Background: an optimization exercise with open tools, aiming at small area, a short achievable clock period and few clock cycles per item. Do not read the settings as production practice.
In this exercise RTL edits were held to simulation tests only and were not proved equivalent to the original.
The clock port is modelled as an ideal driver; clocking choices that lean on that would not hold on a real chip.

===== config.mk =====
export PLATFORM = sky130hd
export DESIGN_NAME = Xsr
export DESIGN_NICKNAME = Xsr
export VERILOG_FILES = /design/flow/design.v
export SDC_FILE = /design/flow/constraint.sdc
export NUM_CORES = 4
export LEC_CHECK = 0
export CAP_MARGIN = 20
export CORE_MARGIN = 2
export CORE_UTILIZATION = 40
export CTS_BUF_LIST = sky130_fd_sc_hd__clkbuf_16
export CTS_CLUSTER_DIAMETER = 200
export CTS_CLUSTER_SIZE = 16
export SLEW_MARGIN = 20

===== constraint.sdc =====
create_clock -name core_clock -period 50.0 [get_ports {clk}]
set_input_delay 10.0000 -clock core_clock [delete_from_list [all_inputs] [get_ports {clk}]]
set_output_delay 10.0000 -clock core_clock [all_outputs]
set_load 0.01 [all_outputs]

===== design.v =====
module Splitmix (
  input  wire [63 : 0] seed,
  output wire [63 : 0] next_state,
  output wire [63 : 0] value
);
parameter val1 = 64'h9e3779b97f4a7c15; 
parameter val2 = 64'hbf58476d1ce4e5b9;
parameter val3 = 64'h94d049bb133111eb; 
wire [63 : 0] a;
wire [63 : 0] b;
wire [63 : 0] c;
assign a   = seed + val1;
assign b   = (a ^ (a >> 30)) * val2;
assign c   = (b ^ (b >> 27)) * val3;
assign value = (c ^ (c >> 31));
assign next_state = a;
endmodule
module Xsr (
  input  wire        clk,
  input  wire        rst,
  input  wire [63:0] seed,
  input  wire        gen,
  output wire        ready,
  output wire        valid,
  output wire [63:0] out
);
reg [63:0] s0, s1, s2, s3, o;
reg        busy, rdy, v;
reg        nv;    
reg [5:0]  cnt;   
reg [1:0]  wi;    
wire h_gsh0 = (cnt == 6'd0) | (cnt == 6'd1) | (cnt == 6'd3) | (cnt == 6'd6) | (cnt == 6'd8) | (cnt == 6'd10) | (cnt == 6'd13) | (cnt == 6'd14) | (cnt == 6'd16) | (cnt == 6'd17) | (cnt == 6'd19) | (cnt == 6'd22) | (cnt == 6'd23) | (cnt == 6'd24) | (cnt == 6'd25) | (cnt == 6'd26) | (cnt == 6'd33) | (cnt == 6'd35) | (cnt == 6'd45) | (cnt == 6'd46);
wire h_gsh1 = (cnt == 6'd0) | (cnt == 6'd1) | (cnt == 6'd2) | (cnt == 6'd9) | (cnt == 6'd25) | (cnt == 6'd31) | (cnt == 6'd36) | (cnt == 6'd38) | (cnt == 6'd43) | (cnt == 6'd44);
wire h_nz = (cnt == 6'd1) | (cnt == 6'd3) | (cnt == 6'd4) | (cnt == 6'd5) | (cnt == 6'd7) | (cnt == 6'd8) | (cnt == 6'd9) | (cnt == 6'd10) | (cnt == 6'd11) | (cnt == 6'd12) | (cnt == 6'd13) | (cnt == 6'd14) | (cnt == 6'd15) | (cnt == 6'd16) | (cnt == 6'd17) | (cnt == 6'd18) | (cnt == 6'd19) | (cnt == 6'd20) | (cnt == 6'd21) | (cnt == 6'd22) | (cnt == 6'd23) | (cnt == 6'd24) | (cnt == 6'd25) | (cnt == 6'd26) | (cnt == 6'd27) | (cnt == 6'd28) | (cnt == 6'd29) | (cnt == 6'd30) | (cnt == 6'd32) | (cnt == 6'd33) | (cnt == 6'd34) | (cnt == 6'd35) | (cnt == 6'd36) | (cnt == 6'd37) | (cnt == 6'd38) | (cnt == 6'd39) | (cnt == 6'd40) | (cnt == 6'd41) | (cnt == 6'd42) | (cnt == 6'd43) | (cnt == 6'd44) | (cnt == 6'd45) | (cnt == 6'd47) | (cnt == 6'd48) | (cnt == 6'd49);
wire h_neg = (cnt == 6'd1) | (cnt == 6'd3) | (cnt == 6'd4) | (cnt == 6'd5) | (cnt == 6'd9) | (cnt == 6'd10) | (cnt == 6'd11) | (cnt == 6'd14) | (cnt == 6'd16) | (cnt == 6'd19) | (cnt == 6'd21) | (cnt == 6'd22) | (cnt == 6'd23) | (cnt == 6'd25) | (cnt == 6'd29) | (cnt == 6'd35) | (cnt == 6'd36) | (cnt == 6'd37) | (cnt == 6'd40) | (cnt == 6'd42) | (cnt == 6'd47) | (cnt == 6'd48) | (cnt == 6'd49);
reg [63:0] kg;
always @* begin
  case (wi)
    2'd0: kg = 64'hdaa66d2c7ddf743f;
    2'd1: kg = 64'h9e3779b97f4a7c15;
    2'd2: kg = 64'h78dde6e5fd29f054;
    2'd3: kg = 64'h3c6ef372fe94f82a;
  endcase
end
wire c_init  = busy & (cnt == 6'd63);           
wire c_add   = busy & (cnt == 6'd0);            
wire c_mid   = busy & (cnt == 6'd24);           
wire c_end   = busy & (cnt == 6'd49);           
wire c_x1    = busy & (cnt == 6'd50);           
wire c_x2    = busy & (cnt == 6'd51);           
wire c_zero  = c_init | c_x1 | c_x2;            
wire horner  = busy & ~c_add & ~c_zero;
wire [1:0] gsh = (c_zero | c_add) ? 2'd3 : {h_gsh1, h_gsh0};
wire nz  = horner & h_nz | c_add;
wire neg = horner & h_neg;
wire last = (c_end & wi[1]) | (c_x1 & (wi == 2'd1)) | (c_x2 & (wi == 2'd0));
wire step = ~nv;
wire e0 = step | c_x1;
wire e2 = step | c_x2;
wire c0 = c_init | c_x2;
wire c2 = c_init;
wire [63:0] n2  = s2 ^ s0;
wire [63:0] n3  = s3 ^ s1;
wire [63:0] s0n = (s0 & {64{~c0}}) ^ ({64{e0}} & n3);
wire [63:0] s1n = s1 ^ ({64{step}} & n2);
wire [63:0] s2n = (s2 & {64{~c2}}) ^ ({64{e2}} & (s0 ^ {s1[46:0], 17'b0}));
wire [63:0] s3n = step ? {n3[18:0], n3[63:19]} : s3;
wire [63:0] x5;
add_bk a1 (.a(s1n), .b({s1n[61:0], 2'b0}), .s(x5));
wire [63:0] r = {x5[56:0], x5[63:57]};
reg  [63:0] a2;
always @* begin
  if (!busy) a2 = r;
  else case (gsh)
    2'd0: a2 = {o[61:0], 1'b0, neg};
    2'd1: a2 = {o[60:0], 2'b0, neg};
    2'd2: a2 = {o[59:0], 3'b0, neg};
    default: a2 = c_add ? kg : {63'b0, neg};
  endcase
end
wire [63:0] b2 = busy ? ((s1 ^ {64{neg}}) & {64{nz}}) : {r[60:0], 3'b0};
wire [63:0] y;
add_bk a2a (.a(a2), .b(b2), .s(y));
wire [63:0] w = y ^ (c_add ? (y >> 30) : c_mid ? (y >> 27) : (y >> 31));
wire ld3    = c_init | (c_end & (wi == 2'd2));
wire ld1    = c_add | c_mid | c_x1 | (c_end & (wi != 2'd2));
wire ldseed = c_init | c_x2 | (c_end & (wi == 2'd2)) | (c_x1 & (wi == 2'd1));
assign ready = rdy;
assign valid = v;
assign out   = o;
always @(posedge clk) begin
  o <= y;
  if (rst) begin
    busy <= 1'b1;
    rdy <= 1'b0;
    cnt <= 6'd63;
    wi <= 2'd0;
    v <= 1'b0;
    nv <= 1'b1;
  end else begin
    v <= gen & rdy;
    nv <= ~(gen & rdy);
    if (busy) begin
      if (last) begin
        cnt <= 6'd0;
        wi <= wi + 2'd1;
        if (wi == 2'd3) begin
          busy <= 1'b0;
          rdy <= 1'b1;
        end
      end else begin
        cnt <= cnt + 6'd1;
      end
    end
  end
  s0 <= s0n;
  s2 <= s2n;
  s3 <= ld3 ? w : s3n;
  s1 <= ldseed ? seed : ld1 ? w : s1n;
end
endmodule
module add_bk #(parameter N = 64) (input [N-1:0] a, input [N-1:0] b, output [N-1:0] s);
  wire [N-1:0] p0 = a ^ b;
  wire [N-1:0] g0 = a & b;
  reg  [N-1:0] G, P;
  integer i, d;
  always @* begin
    G = g0; P = p0;
    for (d = 1; d < N; d = d * 2)
      for (i = 2*d-1; i < N; i = i + 2*d) begin
        G[i] = G[i] | (P[i] & G[i-d]);
        P[i] = P[i] & P[i-d];
      end
    for (d = N/4; d >= 1; d = d / 2)
      for (i = 3*d-1; i < N; i = i + 2*d) begin
        G[i] = G[i] | (P[i] & G[i-d]);
        P[i] = P[i] & P[i-d];
      end
  end
  assign s = p0 ^ {G[N-2:0], 1'b0};
endmodule

===== flow/run.sh =====
#!/bin/bash
# Standard synthesis and layout with two changes: port buffers use buf_2
# instead of the default clkdlybuf4s50_1, and after clock tree synthesis the
# output paths get one extra repair_timing pass (flow/tune.tcl) that sizes
# them towards the other paths' delay. Each step logs to its own file here.
set -euo pipefail
BP="BUFFER_PORTS_ARGS=-buffer_cell sky130_fd_sc_hd__buf_2"
bash standard.sh synth > synth.log 2>&1
bash standard.sh "$BP" cts > place_cts.log 2>&1
TUNE_MARGIN=38.8 openroad -no_init -exit flow/tune.tcl > tune.log 2>&1
bash standard.sh "$BP" finish > route_finish.log 2>&1

===== flow/tune.tcl =====
# Extra setup repair after CTS, aimed at the register-to-output paths.
set res orfs/results/$::env(FLOW_PLATFORM)/Xsr/base
set plat $::env(FLOW_HOME)/platforms/$::env(FLOW_PLATFORM)
read_liberty $plat/lib/sky130_fd_sc_hd__tt_025C_1v80.lib
read_db $res/4_cts.odb
read_sdc $res/4_cts.sdc
source $plat/setRC.tcl
set_propagated_clock [all_clocks]
estimate_parasitics -placement
report_checks -to [all_outputs] -format end
report_worst_slack
repair_timing -setup -setup_margin $::env(TUNE_MARGIN) -skip_last_gasp -verbose
detailed_placement
check_placement -verbose
estimate_parasitics -placement
report_checks -to [all_outputs] -format end
report_worst_slack
write_db $res/4_cts.odb

===== standard.sh =====
#!/bin/bash
# synth_recipe.tcl (not shown) runs the flow's synth.tcl, then flattens the netlist and writes it again
# the make line also repeats each setting of config.mk as NAME=value (left out here)
make -C /OpenROAD-flow-scripts/flow DESIGN_CONFIG=/design/flow/config.mk WORK_HOME=/design/flow/orfs CLKGATE_MAP_FILE= SYNTH_SCRIPT=/design/flow/synth_recipe.tcl "${@:-finish}"

==> results of run 1 <==
## logic make-up after synthesis
group,count (synthesis)
AND/OR/NAND/NOR,954
multiplexers,64
adder cells (fa/ha/maj),192
flip-flops,332
XOR/XNOR,533
AO/OA/AOI/OAI,607
buffers and inverters,293
## area by class of cell
type | instances | area [um^2]
Fill cell | 6117 | 33760
Tap cell | 782 | 978.4
Clock inverter | 14 | 52.55
Clock buffer | 26 | 650.6
Multi-Input combinational cell | 2350 | 15890
Inverter | 132 | 495.5
Sequential cell | 332 | 7298
Timing Repair Buffer | 178 | 1013
## worst paths after layout
path / start / endpoint / slack (ps) / cells past startpoint
setup / recovery: o[41] / out[41] / 38800 / 1
hold / removal: rdy / v / 480 / 2
setup reg to reg: nv / s3[32] / 39350 / 38
hold reg to reg: rdy / v / 480 / 2
## placed cells by master (no fill, tap or decap), drive strengths merged, types with 20 or more instances in the layout
cell type	n
nand2	461
xnor2	414
nor2	361
dfxtp	268
o21ai	227
buf	178
inv	145
a21oi	134
ha	129
xor2	119
edfxtp	64
fa	63
mux2i	61
a31oi	47
a21o	42
clkbuf	26
nand3	25
o22ai	25
nand4	20
## state kept, by name (all words and copies together), names as in the netlist
register,cells
s0,64
cnt,6
wi,2
nv,1
o,64
v,1
busy,1
rdy,1
s1,64
s2,64
s3,64
## worst min-delay path, stage by stage (launching register included)
cell and delay [ps]:
dfxtp_1 330, nand2_1 60, nor2_1 50
## per-stage QoR
stage | setup slack [ps] | utilization | instance area [um^2]
after global placement | 39380 | 0.4262 | 25630
after CTS | 38720 | 0.4383 | 26360
final | 38800 | 0.4386 | 26380
after floorplan | 39510 | - | 24220
after global routing | 38610 | 0.4386 | 26380
after detailed placement | 39350 | 0.4267 | 25660
## metal layers
| metal | global-route usage | vias up | share of wire |
|---|---|---|---|
| li1 | - | 10020 | - |
| met1 | 0.4425 | 10630 | 0.43 |
| met2 | 0.4364 | 1230 | 0.41 |
| met3 | 0.04926 | 195 | 0.10 |
| met4 | 0.1370 | 2 | 0.051 |
| met5 | 0 | - | 0.00013 |
==> impl_metrics.csv, run 1 <==
group,metric,value,unit
run_status,outcome,"no timing/DRC/antenna violations",
yosys,synth-edff-count,64,
grt,grt_pass1_wl,141400,um
timing,max_freq,89.28,MHz
clock_network,cts.clk_slew.worst_paths,80,ps
grt,gr-total-overflow,0,
yosys,synth_fa_ha_area_frac,0.1187,
setup_path,crit_type,"reg2out",
timing,whs,477.0,ps
setup_path,path_delay_family,"flip-flops",
finish,finalNonFillerCells,3814,
floorplanning,num_rows,90,
yosys,mappedNetlistNets,3234,
floorplanning,initial_utilization,0.4029,
setup_path,cp_max_fo,4,
floorplanning,dieWidth,250.1,um
setup_path,slowest_stage,"dfxtp_1",
yosys,synth_compound_area_frac,0.1521,
placement,dp_cells,3774,
yosys,seq_area_frac_synth,0.3008,
grt,antenna_found_initial,4,
grt,grtUsageTotal,0.3034,
timing,max-slew-margin-rel,0.2492,
yosys,ys.flop_type,"dfxtp_1",
timing,finalCritPeriodShare,0.2240,
finish,antennaDiodeCount,0,
yosys,yosys.area_share.xor_xnor,0.1933,
floorplanning,die_y,250.1,um
setup_path,crit_chain,"buf_2",
drt,via_count,22080,
setup_path,timing.critical_path.buf_inv,1,
job,max-cap-violations,0,
setup_path,cp-start-kind,"flop",
yosys,synth_cells,2975,
clock_network,max-clock-path-buffers,3,
finish,drive_gt1_frac,0.08278,
drt,drt_iter0_drc,2839,
clock_network,cts_resized,0,
yosys,synth_area,24220,um^2
clock_network,cts_setup_buffers,0,
drt,drc,0,
drt,first_pass_iters,7,
yosys,yosys.area_share.simple,0.1619,
finish,syn_to_final_growth,8.879,%
clock_network,clock_sinks,332,
timing,rsz0062_at_grt,"no",
grt,grt_pass1_vias,20570,
hold_path,min_path_type,"reg2reg",
yosys,synthTopCellsByArea,"dfxtp_1, xnor2_1, edfxtp_1, nand2_1, ha_1",
placement,io_buffers,132,
timing,final_max_slew_viol_count,0,
yosys,synth_top_family_by_area,"XOR/XNOR gates",
floorplanning,die_area,62550,um^2
yosys,synth_top_cells_by_count,"nand2_1, xnor2_1, nor2_1",
floorplanning,fp.coreArea,60130,um^2
yosys,yosysUniqueCellTypes,77,
clock_network,clock_latency,590,ps
timing,hold_viol,0,
timing,setup_viol_count_final,0,
drt,ant_nets,0,
grt,grt_max_degree,87,
floorplanning,io_pins,133,
clock_network,cts_hold_buffers,0,
clock_network,htreeDepth,1,
setup_path,required,40000,ps
setup_path,critPathCaptureType,"output port",
placement,gp_congestion,1.021,
clock_network,cts-buffers-inserted,24,
yosys,synth_most_common_cell,"nand2_1",
yosys,synth_mux_area_frac,0.02660,
drt,wl,97400,um
clock_network,cts_tree,"built",
timing,tns,0,ps
setup_path,critPathMaxStageDelay,440,ps
timing,finalCriticalPeriod,11200,ps
finish,fin_nets,3277,
clock_network,cts-root-buf,"clkbuf_16",
yosys,ys_seq_elements,332,
yosys,ys_warn_count,2,
drt,vias_per_cell,5.789,
drt,wl_per_cell,25.54,um
yosys,synth.largest_area_cell,"dfxtp_1",
yosys,async_flop_share,0,
setup_path,critPathArrivalTime,1200,ps
placement,dp_hpwl,74860,um
timing,tightest_slew,1118,ps
yosys,synth_top_area_share,0.2215,
yosys,synth_area_per_cell,8.143,um^2
timing,skew,38.03,ps
Testbench counts, summed over its fixed seeds: cycles 9,832, items 8,192.
==> inputs of run 2 (changes only) <==
==> flow/run.sh (replaced) <==
#!/bin/bash
# Standard synthesis and layout with two changes: port buffers use buf_2
# instead of the default clkdlybuf4s50_1, and after clock tree synthesis one
# extra repair_timing pass (flow/tune.tcl) resizes the few paths, mostly
# register-to-output, whose delay stands out above the rest. Each step logs
# to its own file here.
set -euo pipefail
BP="BUFFER_PORTS_ARGS=-buffer_cell sky130_fd_sc_hd__buf_2"
bash standard.sh synth > synth.log 2>&1
bash standard.sh "$BP" cts > place_cts.log 2>&1
TUNE_MARGIN=38.8 openroad -no_init -exit flow/tune.tcl > tune.log 2>&1
bash standard.sh "$BP" finish > route_finish.log 2>&1
--- a/config.mk
+++ b/config.mk
@@ -5,6 +5,7 @@
 export SDC_FILE = /design/flow/constraint.sdc
 export NUM_CORES = 4
 export LEC_CHECK = 0
+export ABC_AREA = 1
 export CAP_MARGIN = 20
 export CORE_MARGIN = 2
 export CORE_UTILIZATION = 40
==> run 2 against run 1 <==
Still clean on timing, DRC and antenna. Worst hold slack got worse by 12 ps. Final area down 0.82%. Fmax increased by 0.50%. Clock skew decreased by 14 ps. Largest cell class unchanged.
==> impl_metrics.csv, run 2 <==
group,metric,value,unit
run_status,outcome,"no timing/DRC/antenna violations",
finish,stdcell_area,26160,um^2
setup_path,rr_endpoint,"s1[28]",
clock_network,cts_resized,0,
timing,setup_viol_count_final,0,
floorplanning,die_area,62270,um^2
clock_network,htreeDepth,1,
setup_path,cp-start-kind,"flop",
yosys,synth_most_common_cell,"nand2_1",
yosys,async_flop_share,0,
drt,first_pass_iters,6,
clock_network,cts-buffers-inserted,24,
yosys,synth-edff-count,64,
timing,tightest_slew,1098,ps
timing,final_max_slew_viol_count,0,
drt,ant_nets,0,
yosys,synth_area_per_cell,7.617,um^2
floorplanning,num_rows,90,
setup_path,critPathCaptureType,"output port",
yosys,synth.largest_area_cell,"dfxtp_1",
drt,wl,96060,um
yosys,mappedNetlistNets,3425,
setup_path,cp_max_fo,4,
setup_path,reg2reg_slack,39470,ps
clock_network,cts_tree,"built",
yosys,yosysUniqueCellTypes,47,
hold_path,min_path_type,"reg2reg",
finish,syn_to_final_growth,8.483,%
finish,final_common_cell,"nand2_1",
timing,tns,0,ps
floorplanning,die_y,249.5,um
yosys,synth_top_area_share,0.2225,
yosys,synth_cells,3166,
drt,wl_per_cell,23.94,um
placement,io_buffers,132,
drt,drc,0,
clock_network,max-clock-path-buffers,3,
grt,antenna_found_initial,2,
yosys,ys.flop_type,"dfxtp_1",
finish,multiInputGateArea,15080,um^2
finish,mostFrequentLayoutCells,"nand2_1, xor2_1, o21ai_0, inv_1, dfxtp_1",
drt,via_count,22620,
clock_network,clock_sinks,332,
yosys,seq_area_frac_synth,0.3022,
timing,finalCriticalPeriod,11150,ps
yosys,synth_top_cells_by_count,"nand2_1, xor2_1, o21ai_0",
hold_path,hold_path_startpoint,"rdy",
grt,grt_pass1_vias,20720,
yosys,ys_seq_elements,332,
timing,finalCritPeriodShare,0.2229,
timing,max_freq,89.72,MHz
setup_path,timing.critical_path.buf_inv,1,
finish,final_core_util,0.4359,
clock_network,cts.clk_slew.worst_paths,90,ps
setup_path,worstReg2RegStart,"nv",
finish,drive_gt1_frac,0.07214,
clock_network,cts_setup_buffers,0,
grt,grt_max_degree,85,
placement,dp_hpwl,73380,um
floorplanning,fp.coreArea,60020,um^2
setup_path,crit_type,"reg2out",
placement,gp_congestion,1.036,
finish,fin_nets,3472,
floorplanning,initial_utilization,0.4018,
drt,vias_per_cell,5.636,
yosys,ys_warn_count,2,
hold_path,holdPathEnd,"nv",
setup_path,path_delay_family,"flip-flops",
floorplanning,io_pins,133,
drt,drt_iter0_drc,2676,
setup_path,r2r_cells,48,
finish,ff_latch_area,7292,um^2
clock_network,cts_hold_buffers,0,
grt,grt_pass1_wl,138600,um
placement,place_area,25420,um^2
yosys,synth_area,24110,um^2
job,max-cap-violations,0,
yosys,synthTopCellsByArea,"dfxtp_1, xor2_1, nand2_1, edfxtp_1, o21ai_0",
setup_path,critPathArrivalTime,1150,ps
grt,grtUsageTotal,0.2997,
setup_path,required,40000,ps
clock_network,cts-root-buf,"clkbuf_16",
timing,rsz0062_at_grt,"no",
timing,hold_viol,0,
setup_path,crit_chain,"buf_2",
timing,max-slew-margin-rel,0.2677,
hold_path,hold_path_depth,1,
grt,gr-total-overflow,0,
finish,fillers,6212,
setup_path,slowest_stage,"dfxtp_1",
clock_network,clock_latency,590,ps
timing,skew,24.08,ps
setup_path,critPathMaxStageDelay,400,ps
floorplanning,dieWidth,249.5,um
-- run 2: cells by family after synthesis --
group | synth area share
simple gates | 0.1613
flops | 0.3022
xor+xnor | 0.1649
fa+ha+maj | 0.1192
compound gates | 0.1782
buf+inv | 0.07420
-- run 2: final cells by class --
cell class,count,area share
multi-input cells,2367,0.5764
clock inverters,18,0.003587
clock buffers,25,0.02391
well taps,782,0.03740
flip-flops and latches,332,0.2787
diodes,1,0.00009566
inverters,334,0.04802
repair buffers,154,0.03185
-- run 2: through the flow --
stage	hold WS [ps]	setup WS [ps]	instances
after floorplan	459.1	39610	3166
after global placement	440.0	39330	3968
after detailed placement	449.4	39340	3968
after CTS	467.8	38840	4011
after global routing	490.8	38830	4012
final	464.9	38850	4013
-- run 2: worst max-delay path by stage --
stage	start	to	depth (start not counted)
2_1_floorplan	rst	wi[0]	3
3_3_place_gp	rst	wi[1]	4
3_5_place_dp	rst	wi[1]	4
4_1_cts	o[12]	out[12]	1
5_1_grt	o[38]	out[38]	1
6_report	o[12]	out[12]	1
-- run 2: worst reg2reg max path, delay by kind of cell, from the launching register on --
family | cells | cell delay [ps]
and+or+nand+nor | 21 | 2760
AOI/OAI and AO/OA | 13 | 2780
xor gates and xnor gates | 3 | 1330
adders and majority gates | 4 | 1590
buffers and inverters | 7 | 1670
DFF | 1 | 320
-- run 2: metal layers --
layer  wire [um]  GRT usage
met2       42130     0.4640
met3        8679    0.05257
met4        5347     0.1432
met5          23          0
met1       39890     0.4046

what the ideal ports hide:
The results above use ideal ports. As a check the final layouts listed here were re-extracted and re-timed, cells and wires unchanged.
Step 1: set_driving_cell puts a clkbuf_16 on clk and a buf_2 on each other input, an assumption about the parent block.
Step 2, shift: input delay + t, output delay - t, t = (earliest + latest rising clock arrival at the registers) / 2. This alone moves slack from input paths to output paths.
a / b / c = no drivers / after step 1 / after step 2; a / b = the first two.
run | t (ns) | setup slack, ns | worst setup path after step 2 | latest minus earliest clock arrival (ns) | slew at the worst register clock pin (ns)
run 1 | 0.637 | 38.799 / 38.735 / 39.351 | register to register | 0.038 / 0.039 | 0.09 / 0.09
run 2 | 0.639 | 38.855 / 38.792 / 39.300 | input to register | 0.024 / 0.025 | 0.10 / 0.10
After both steps setup and hold are still met in every run listed.
